This design comes from an exercise in tuning for small area on the open sky130 flow, not from production work.
The RTL was checked by simulation tests, not by an equivalence proof against the original design.
Power figures rest on the tool's default switching activity, not on a simulated workload.

==> v19 <==
// calculator_top
module calculator_top (
    input clk,
    input reset,
    input [3:0] row,
    output [3:0] col,
    output [7:0] result,
    output [3:0] op_display
);
make LEC_CHECK=0 ABC_AREA=1 CAP_MARGIN=20 CORE_MARGIN=2 CORE_UTILIZATION=40 SLEW_MARGIN=20 finish   # period 30.0 ns
run.sh (not shown) runs the stock make flow with config.mk's settings and CLKGATE_MAP_FILE= SYNTH_SCRIPT=/design/flow/synth_recipe.tcl, a recipe that flattens the netlist after the stock synthesis.
==> v25: changes against v19 <==
==> flow/flow/run.sh (new file) <==
#!/bin/bash
# Layout flow: the standard synthesis, then a re-mapping of the combinational logic
# for area (flip-flops untouched), then the standard ORFS flow from the new netlist.
set -euo pipefail
HERE=$(pwd)
R=$HERE/orfs/results/$FLOW_PLATFORM/calculator_top/base
YOSYS=$FLOW_HOME/../tools/install/yosys/bin/yosys
LIB=$FLOW_HOME/platforms/$FLOW_PLATFORM/lib/sky130_fd_sc_hd__tt_025C_1v80.lib

bash standard.sh synth > log_synth.log 2>&1
cp $R/1_2_yosys.v $HERE/netlist_std.v

DU=$(sed 's/^/-dont_use /' flow/dontuse.txt | tr '\n' ' ')
cat > resynth.ys <<YS
read_liberty -ignore_miss_func $LIB
read_verilog $HERE/netlist_std.v
hierarchy -top $FLOW_TOP
setattr -mod -set keep_hierarchy 1 sky130_fd_sc_hd__df* sky130_fd_sc_hd__edf*
flatten
opt_clean -purge
abc -liberty $LIB $DU -script $HERE/flow/area.abc $FLOW_TOP
opt_clean -purge $FLOW_TOP
hilomap -singleton -hicell sky130_fd_sc_hd__conb_1 HI -locell sky130_fd_sc_hd__conb_1 LO $FLOW_TOP
insbuf -buf sky130_fd_sc_hd__buf_4 A X $FLOW_TOP
tee -o $HERE/resynth_stat.txt stat -liberty $LIB $FLOW_TOP
select $FLOW_TOP
write_verilog -noattr -nohex -nodec -selected $HERE/netlist_area.v
YS
$YOSYS -s resynth.ys > log_resynth.log 2>&1

# keep the standard netlist if the re-mapping lost or renamed any flip-flop
grep "sky130_fd_sc_hd__\(df\|edf\)" netlist_std.v | sort > ff_std.txt
grep "sky130_fd_sc_hd__\(df\|edf\)" netlist_area.v | sort > ff_area.txt
if cmp -s ff_std.txt ff_area.txt; then
  cp netlist_area.v $R/1_2_yosys.v
  rm -f $R/1_synth.odb $R/1_synth.sdc
  bash standard.sh synth > log_synth_odb.log 2>&1
fi
bash standard.sh finish > log_finish.log 2>&1
==> flow/flow/area.abc (new file) <==
strash
&get -n
&deepsyn -T 60
&put
dch -f
map -a
topo
==> flow/flow/dontuse.txt (new file) <==
sky130_fd_sc_hd__probe_p_8
sky130_fd_sc_hd__probec_p_8
sky130_fd_sc_hd__lpflow_bleeder_1
sky130_fd_sc_hd__lpflow_clkbufkapwr_1
sky130_fd_sc_hd__lpflow_clkbufkapwr_16
sky130_fd_sc_hd__lpflow_clkbufkapwr_2
sky130_fd_sc_hd__lpflow_clkbufkapwr_4
sky130_fd_sc_hd__lpflow_clkbufkapwr_8
sky130_fd_sc_hd__lpflow_clkinvkapwr_1
sky130_fd_sc_hd__lpflow_clkinvkapwr_16
sky130_fd_sc_hd__lpflow_clkinvkapwr_2
sky130_fd_sc_hd__lpflow_clkinvkapwr_4
sky130_fd_sc_hd__lpflow_clkinvkapwr_8
sky130_fd_sc_hd__lpflow_decapkapwr_12
sky130_fd_sc_hd__lpflow_decapkapwr_3
sky130_fd_sc_hd__lpflow_decapkapwr_4
sky130_fd_sc_hd__lpflow_decapkapwr_6
sky130_fd_sc_hd__lpflow_decapkapwr_8
sky130_fd_sc_hd__lpflow_inputiso0n_1
sky130_fd_sc_hd__lpflow_inputiso0p_1
sky130_fd_sc_hd__lpflow_inputiso1n_1
sky130_fd_sc_hd__lpflow_inputiso1p_1
sky130_fd_sc_hd__lpflow_inputisolatch_1
sky130_fd_sc_hd__lpflow_isobufsrc_1
sky130_fd_sc_hd__lpflow_isobufsrc_16
sky130_fd_sc_hd__lpflow_isobufsrc_2
sky130_fd_sc_hd__lpflow_isobufsrc_4
sky130_fd_sc_hd__lpflow_isobufsrc_8
sky130_fd_sc_hd__lpflow_isobufsrckapwr_16
sky130_fd_sc_hd__lpflow_lsbuf_lh_hl_isowell_tap_1
sky130_fd_sc_hd__lpflow_lsbuf_lh_hl_isowell_tap_2
sky130_fd_sc_hd__lpflow_lsbuf_lh_hl_isowell_tap_4
sky130_fd_sc_hd__lpflow_lsbuf_lh_isowell_4
sky130_fd_sc_hd__lpflow_lsbuf_lh_isowell_tap_1
sky130_fd_sc_hd__lpflow_lsbuf_lh_isowell_tap_2
sky130_fd_sc_hd__lpflow_lsbuf_lh_isowell_tap_4
sky130_fd_sc_hd__fill_1
sky130_fd_sc_hd__fill_2
sky130_fd_sc_hd__fill_4
sky130_fd_sc_hd__fill_8
==> flow/standard.sh (new file) <==
#!/bin/bash
# synth_recipe.tcl (not shown) runs the flow's synth.tcl, then flattens the netlist and writes it again
# the make line also repeats each setting of config.mk as NAME=value (left out here)
make -C /OpenROAD-flow-scripts/flow DESIGN_CONFIG=/design/flow/config.mk WORK_HOME=/design/flow/orfs CLKGATE_MAP_FILE= SYNTH_SCRIPT=/design/flow/synth_recipe.tcl "${@:-finish}"
removed: flow/run.sh
==> run summary <==
- Against v19, the sequential share of layout area of v25 is higher by 4.7 points.
- Count of clock-buffer cells in the layout: v19 is higher than v25 (1).
- Of v19 and v25, v19 has the higher synthesized area (gap about 18%, measured against v25).
- Of v19 and v25, v19 has the higher combinational power (gap about 34%, measured against v25).


==> v5 <==
Another version of the RTL of calculator_top (not shown whole).
## calculator_top
module calculator_top (
    input clk,
    input reset,
    input [3:0] row,
    output [3:0] col,
    output [7:0] result,
    output [3:0] op_display
);
clock: 30.0 ns
lec_check: 0
abc_area: 1
cap_margin: 20
core_margin: 2
core_utilization: 40
cts_buf_list: sky130_fd_sc_hd__clkbuf_8
slew_margin: 20
standard.sh (not shown) runs the stock make flow with config.mk's settings and CLKGATE_MAP_FILE= SYNTH_SCRIPT=/design/flow/synth_recipe.tcl, a recipe that flattens the netlist after the stock synthesis.
==> flow/flow/run.sh <==
#!/bin/bash
# Layout flow: the standard synthesis, then a re-mapping of the combinational logic
# for area (flip-flops untouched), then the standard ORFS flow from the new netlist.
set -euo pipefail
HERE=$(pwd)
R=$HERE/orfs/results/$FLOW_PLATFORM/calculator_top/base
YOSYS=$FLOW_HOME/../tools/install/yosys/bin/yosys
LIB=$FLOW_HOME/platforms/$FLOW_PLATFORM/lib/sky130_fd_sc_hd__tt_025C_1v80.lib

bash standard.sh synth > log_synth.log 2>&1
cp $R/1_2_yosys.v $HERE/netlist_std.v

DU=$(sed 's/^/-dont_use /' flow/dontuse.txt | tr '\n' ' ')
# several seeds of ABC's deep synthesis; keep the smallest result
best=""; bestA=1e12
for S in 1 2 3 4; do
  sed "s/SEED/$S/" flow/area.abc > area_$S.abc
  cat > resynth_$S.ys <<YS
read_liberty -ignore_miss_func $LIB
read_verilog $HERE/netlist_std.v
hierarchy -top $FLOW_TOP
setattr -mod -set keep_hierarchy 1 sky130_fd_sc_hd__df* sky130_fd_sc_hd__edf*
flatten
opt_clean -purge
abc -liberty $LIB $DU -script $HERE/area_$S.abc $FLOW_TOP
opt_clean -purge $FLOW_TOP
hilomap -singleton -hicell sky130_fd_sc_hd__conb_1 HI -locell sky130_fd_sc_hd__conb_1 LO $FLOW_TOP
insbuf -buf sky130_fd_sc_hd__buf_4 A X $FLOW_TOP
tee -o $HERE/resynth_stat_$S.txt stat -liberty $LIB $FLOW_TOP
select $FLOW_TOP
write_verilog -noattr -nohex -nodec -selected $HERE/netlist_area_$S.v
YS
  $YOSYS -s resynth_$S.ys > log_resynth_$S.log 2>&1 &
done
wait || true
for S in 1 2 3 4; do
  if [ -f netlist_area_$S.v ] && [ -f resynth_stat_$S.txt ]; then
    A=$(grep -i "chip area" resynth_stat_$S.txt | awk '{print $NF}')
    if python3 -c "import sys; sys.exit(0 if float('$A') < float('$bestA') else 1)"; then bestA=$A; best=$S; fi
  fi
done
echo "best seed $best area $bestA" > resynth_choice.txt
if [ -n "$best" ]; then cp netlist_area_$best.v netlist_area.v; else cp netlist_std.v netlist_area.v; fi

# keep the standard netlist if the re-mapping lost or renamed any flip-flop
grep "sky130_fd_sc_hd__\(df\|edf\)" netlist_std.v | sort > ff_std.txt
grep "sky130_fd_sc_hd__\(df\|edf\)" netlist_area.v | sort > ff_area.txt
if cmp -s ff_std.txt ff_area.txt; then
  cp netlist_area.v $R/1_2_yosys.v
  rm -f $R/1_synth.odb $R/1_synth.sdc
  bash standard.sh synth > log_synth_odb.log 2>&1
fi
export BUFFER_PORTS_ARGS="-buffer_cell sky130_fd_sc_hd__buf_1"
if [ -f flow/cts_args.txt ]; then export CTS_ARGS="$(cat flow/cts_args.txt)"; fi
bash standard.sh finish > log_finish.log 2>&1
==> flow/flow/cts_args.txt <==
-buf_list sky130_fd_sc_hd__clkbuf_16 -root_buf sky130_fd_sc_hd__clkbuf_16 -dont_use_dummy_load -sink_clustering_size 30
Other scripts of this flow, unchanged in this note and not shown: flow/flow/area.abc, flow/flow/dontuse.txt
==> inputs of v3, as changes to v5 <==
==> flow/flow/cts_args.txt (replaced) <==
-buf_list sky130_fd_sc_hd__clkbuf_8 -root_buf sky130_fd_sc_hd__clkbuf_8 -dont_use_dummy_load -sink_clustering_size 30 -sink_clustering_max_diameter 200
==> run summary <==
Non-clock buffer count is the same in v3 and v5. Synthesized area is the same in v3 and v5. In v5 the sequential share of layout area is lower than in v3, by 0.64 points. Of v5 and v3, v5 has the higher first-iteration DRC count (gap about 34%, measured against v3). Of v5 and v3, v3 has the higher clock skew (gap 0.0013 ns). Between v5 and v3, the lower register-to-register slack is in v5 (gap 0.02 ns). Between v3 and v5, the lower via count is in v3 (gap 3.1%, measured against v5). v3 finished with timing, DRC and antenna clean. v5 completed without violations. In v3 the setup slack is better than in v5, by 0.0014 ns. Total power: v3 is smaller than v5 (5.4%).
==> figures <==
| item | v5 | v3 |
|---|---|---|
| Status | complete, no violations | complete, no violations |
| Sequential cell fraction of total power | 0.379 | 0.398 |
| Max Clock Freq | 0.139 GHz | 0.139 GHz |
| Met1 global-route usage | 0.252 | 0.242 |
| Register-to-register setup slack | 27.03 ns | 27.05 ns |
| Sequential share of cell area | 0.345 | 0.351 |
| Worst relative slew slack | 0.582 | 0.591 |
| Power consumed by combinational cells | 0.0000929 W | 0.0000925 W |
| Routed length per placed instance | 16.0 µm | 15.5 µm |
| Total routing usage reported by global routing | 0.187 | 0.183 |
| Global-route track usage on met2 | 0.300 | 0.298 |
| Utilization after layout | 0.455 | 0.446 |
| Met1 routed wirelength after detailed routing | 1980 µm | 1960 µm |
| Slew at the pin closest to its max-slew limit | 0.627 ns | 0.614 ns |
| Overall via count from detail_route | 1752 | 1698 |
| Clock slew at the register clock pins of the worst setup and hold paths | 0.06 ns | 0.08 ns |
| Post-layout instance area | 1840 µm² | 1810 µm² |
| DR WL met2 | 2100 µm | 2070 µm |
| Initial DRC count | 237 | 177 |
| Tmin final | 7.19 ns | 7.19 ns |

-- afterwards: timing with drivers on the ports --
Ports are ideal in the flow. The routed layouts listed here were re-timed in OpenROAD. Step 1 assumes that a clkbuf_16 drives the clock port and a buf_2 every other input. Step 2 times the ports against the registers' clock, not the clock port: input delays grow and output delays shrink by t, the midpoint of the rising clock arrivals with the driver on. a / b / c = no drivers / after step 1 / after step 2; a / b = the first two.
run	shift t [ns]	setup slack, ns	latest minus earliest clock arrival (ns)
v19	0.303	22.422 / 22.395 / 22.698	0.005 / 0.005
v25	0.285	22.493 / 22.469 / 22.755	0.003 / 0.003
v5	0.287	22.811 / 22.781 / 23.068	0.004 / 0.004
v3	0.290	22.813 / 22.787 / 23.077	0.005 / 0.005
After both steps setup and hold are still met in every run listed.
